Source: an optimization exercise on an open RTL-to-GDS flow (aim: small area). Production flows keep margins and buffers that such runs may drop.
The RTL was checked by simulation tests, not by an equivalence proof against the original design. The flow treats the clock pin as an ideal source, which a real chip does not have.

==> build 30 <==
==> flow/design.v (excerpt) <==
module Mesh(
    input clock,
    input [7:0] io_in_a_0_0,
    input [7:0] io_in_a_1_0,
    input [7:0] io_in_a_2_0,
    input [7:0] io_in_a_3_0,
    input [7:0] io_in_b_0_0,
    input [7:0] io_in_b_1_0,
    input [7:0] io_in_b_2_0,
    input [7:0] io_in_b_3_0,
    input [15:0] io_in_d_0_0,
    input [15:0] io_in_d_1_0,
    input [15:0] io_in_d_2_0,
    input [15:0] io_in_d_3_0,
    input io_in_control_0_0_propagate,
    input io_in_control_1_0_propagate,
    input io_in_control_2_0_propagate,
    input io_in_control_3_0_propagate,
    output [15:0] io_out_c_0_0,
    output [15:0] io_out_c_1_0,
    output [15:0] io_out_c_2_0,
    output [15:0] io_out_c_3_0
);
clock: 5.0 ns
lec_check: 0
cap_margin: 0
core_margin: 2
core_utilization: 80
cts_buf_list: sky130_fd_sc_hd__clkbuf_16
cts_cluster_diameter: 90
cts_cluster_size: 33
place_density: 0.84
slew_margin: 0
synth_hierarchical: 1
standard.sh (not shown) runs the stock make flow with config.mk's settings and CLKGATE_MAP_FILE= SYNTH_SCRIPT=/design/flow/synth_recipe.tcl, a recipe that flattens the netlist after the stock synthesis.
==> flow/flow/run.sh <==
#!/bin/bash
# Own layout flow: the standard layout (standard.sh), with two changes.
# 1. Synthesis is synth_recipe.tcl, except that the final ABC technology
#    mapping runs flow/area.abc (area-oriented mapping followed by ABC's
#    timing-driven up/down sizing) in place of ORFS's speed script. The
#    registers, their names and cell types are the same as the standard
#    synthesis's.
# 2. Ports are buffered with sky130_fd_sc_hd__buf_1 instead of the buffer
#    ORFS picks by itself.
# 3. Clock tree synthesis gets the same arguments as ORFS would give it
#    from config.mk, plus -dont_use_dummy_load.
# 4. Timing-driven global placement does not keep the buffers and resizing
#    of its internal repair (GPL_KEEP_OVERFLOW 0); the later repair steps
#    of the standard flow still run.
# Each tool writes its full log under orfs/logs/ (ORFS's own logs); the
# output of make itself goes to run_*.log in this folder.
set -euo pipefail
W=$(pwd)
F=$W/flow
{
  head -n 1 synth_recipe.tcl
  cat <<EOT
proc abc {args} {
  set i [lsearch -exact \$args -script]
  if { \$i >= 0 } { lset args [expr {\$i + 1}] $F/area.abc }
  yosys abc {*}\$args
}
EOT
  tail -n +2 synth_recipe.tcl
} > "$W/own_synth.tcl"
sed "s#SYNTH_SCRIPT=[^ ]*synth_recipe.tcl#SYNTH_SCRIPT=$W/own_synth.tcl#" standard.sh > "$W/own_standard.sh"
grep -q "SYNTH_SCRIPT=$W/own_synth.tcl" "$W/own_standard.sh"
export BUFFER_PORTS_ARGS="-buffer_cell sky130_fd_sc_hd__buf_1"
export CTS_ARGS="-sink_clustering_enable -repair_clock_nets -sink_clustering_size 33 -sink_clustering_max_diameter 90 -buf_list sky130_fd_sc_hd__clkbuf_16 -dont_use_dummy_load"
export GPL_KEEP_OVERFLOW=0
bash "$W/own_standard.sh" finish > "$W/run_finish.log" 2>&1
test -s "$W/out/final.def"
==> flow/flow/area.abc <==
strash
dch
map -a
topo
stime -c
upsize -c
dnsize -c
==> build 95: changes against build 30 <==
--- a/flow/flow/run.sh
+++ b/flow/flow/run.sh
@@ -11,5 +11,2 @@
 #    from config.mk, plus -dont_use_dummy_load.
-# 4. Timing-driven global placement does not keep the buffers and resizing
-#    of its internal repair (GPL_KEEP_OVERFLOW 0); the later repair steps
-#    of the standard flow still run.
 # Each tool writes its full log under orfs/logs/ (ORFS's own logs); the
@@ -33,4 +30,3 @@
 export BUFFER_PORTS_ARGS="-buffer_cell sky130_fd_sc_hd__buf_1"
-export CTS_ARGS="-sink_clustering_enable -repair_clock_nets -sink_clustering_size 33 -sink_clustering_max_diameter 90 -buf_list sky130_fd_sc_hd__clkbuf_16 -dont_use_dummy_load"
-export GPL_KEEP_OVERFLOW=0
+export CTS_ARGS="-sink_clustering_enable -repair_clock_nets -sink_clustering_size 30 -sink_clustering_max_diameter 80 -buf_list sky130_fd_sc_hd__clkbuf_16 -dont_use_dummy_load"
 bash "$W/own_standard.sh" finish > "$W/run_finish.log" 2>&1
--- a/flow/config.mk
+++ b/flow/config.mk
@@ -11,5 +11,5 @@
 export CTS_BUF_LIST = sky130_fd_sc_hd__clkbuf_16
-export CTS_CLUSTER_DIAMETER = 90
-export CTS_CLUSTER_SIZE = 33
-export PLACE_DENSITY = 0.84
+export CTS_CLUSTER_DIAMETER = 80
+export CTS_CLUSTER_SIZE = 30
+export PLACE_DENSITY = 0.88
 export SLEW_MARGIN = 0
==> trial 87: changes against build 30 <==
--- a/flow/flow/run.sh
+++ b/flow/flow/run.sh
@@ -33,3 +33,3 @@
 export BUFFER_PORTS_ARGS="-buffer_cell sky130_fd_sc_hd__buf_1"
-export CTS_ARGS="-sink_clustering_enable -repair_clock_nets -sink_clustering_size 33 -sink_clustering_max_diameter 90 -buf_list sky130_fd_sc_hd__clkbuf_16 -dont_use_dummy_load"
+export CTS_ARGS="-sink_clustering_enable -repair_clock_nets -sink_clustering_size 30 -sink_clustering_max_diameter 80 -buf_list sky130_fd_sc_hd__clkbuf_16 -dont_use_dummy_load"
 export GPL_KEEP_OVERFLOW=0
--- a/flow/config.mk
+++ b/flow/config.mk
@@ -11,5 +11,6 @@
 export CTS_BUF_LIST = sky130_fd_sc_hd__clkbuf_16
-export CTS_CLUSTER_DIAMETER = 90
-export CTS_CLUSTER_SIZE = 33
-export PLACE_DENSITY = 0.84
+export CTS_CLUSTER_DIAMETER = 80
+export CTS_CLUSTER_SIZE = 30
+export GPL_TIMING_DRIVEN = 0
+export PLACE_DENSITY = 0.88
 export SLEW_MARGIN = 0
==> qor summary <==
R2r startpoint: trial 87 b_r[8][2]$_DFF_P_; build 95 b_r[8][0]$_DFF_P_; build 30 a_r[14][0]$_DFF_P_
Total cell area at the placement stage: trial 87 57000 µm²; build 95 58300 µm²; build 30 57000 µm²
Total area of multi-input combinational cells: trial 87 32200 µm²; build 95 32100 µm²; build 30 32100 µm²
Critical R2R Capture: trial 87 chain[0].pos[2].pe.sh[14]$_DFF_P_; build 95 chain[0].pos[2].pe.sh[14]$_DFF_P_; build 30 chain[3].pos[2].pe.sh[14]$_DFF_P_
Timing-limited maximum frequency: trial 87 198 MHz; build 95 208 MHz; build 30 208 MHz
Fraction of area in registers: trial 87 38.1%; build 95 37.2%; build 30 38.3%
Critical path fanouts, max: trial 87 7; build 95 4; build 30 9
Hold Path End: trial 87 d_r[2][6]$_DFF_P_; build 95 d_r[2][3]$_DFF_P_; build 30 d_r[18][9]$_DFF_P_
Sum of negative setup slack: trial 87 -0.0971 ns; build 95 0 ns; build 30 0 ns
Clock Latency Late Sink: trial 87 0.65 ns; build 95 0.65 ns; build 30 0.63 ns
Multi-input logic portion of the cell area: trial 87 54.8%; build 95 54.0%; build 30 55.1%
Fillers: trial 87 3278; build 95 3160; build 30 3643
Met2 GRT Util: trial 87 56.6%; build 95 61.8%; build 30 54.1%
Outcome: trial 87 finished with violations; build 95 finished clean; build 30 finished clean
Reasons for failing layout checks: trial 87 setup timing; build 95 -; build 30 -
Clock buf/inv share: trial 87 2.00%; build 95 1.98%; build 30 1.76%

==> static timing again, ports no longer ideal <==
Ports are ideal in the flow. The routed layouts listed here were re-timed in OpenROAD. Step 1 (the two cells are an assumption about what drives the block):
set clk [get_ports {clock}]
set_driving_cell -lib_cell sky130_fd_sc_hd__clkbuf_16 $clk
set_driving_cell -lib_cell sky130_fd_sc_hd__buf_2 [delete_from_list [all_inputs] $clk]
Step 2 moves the port delays by t, midway between the first and last clock arrival at a register: inputs arrive t later, outputs are due t later. That takes back most of the time a late clock gives input paths. Three values: ideal, step 1, step 2; two values: the first two.
| run | t, ns | setup slack, ns | worst setup path after step 2 |
|---|---|---|---|
| build 30 | 0.676 | 0.187 / 0.187 / 0.187 | register to register |
| build 95 | 0.692 | 0.181 / 0.181 / 0.181 | register to register |
| trial 87 | 0.694 | -0.054 / -0.054 / -0.054 | register to register |
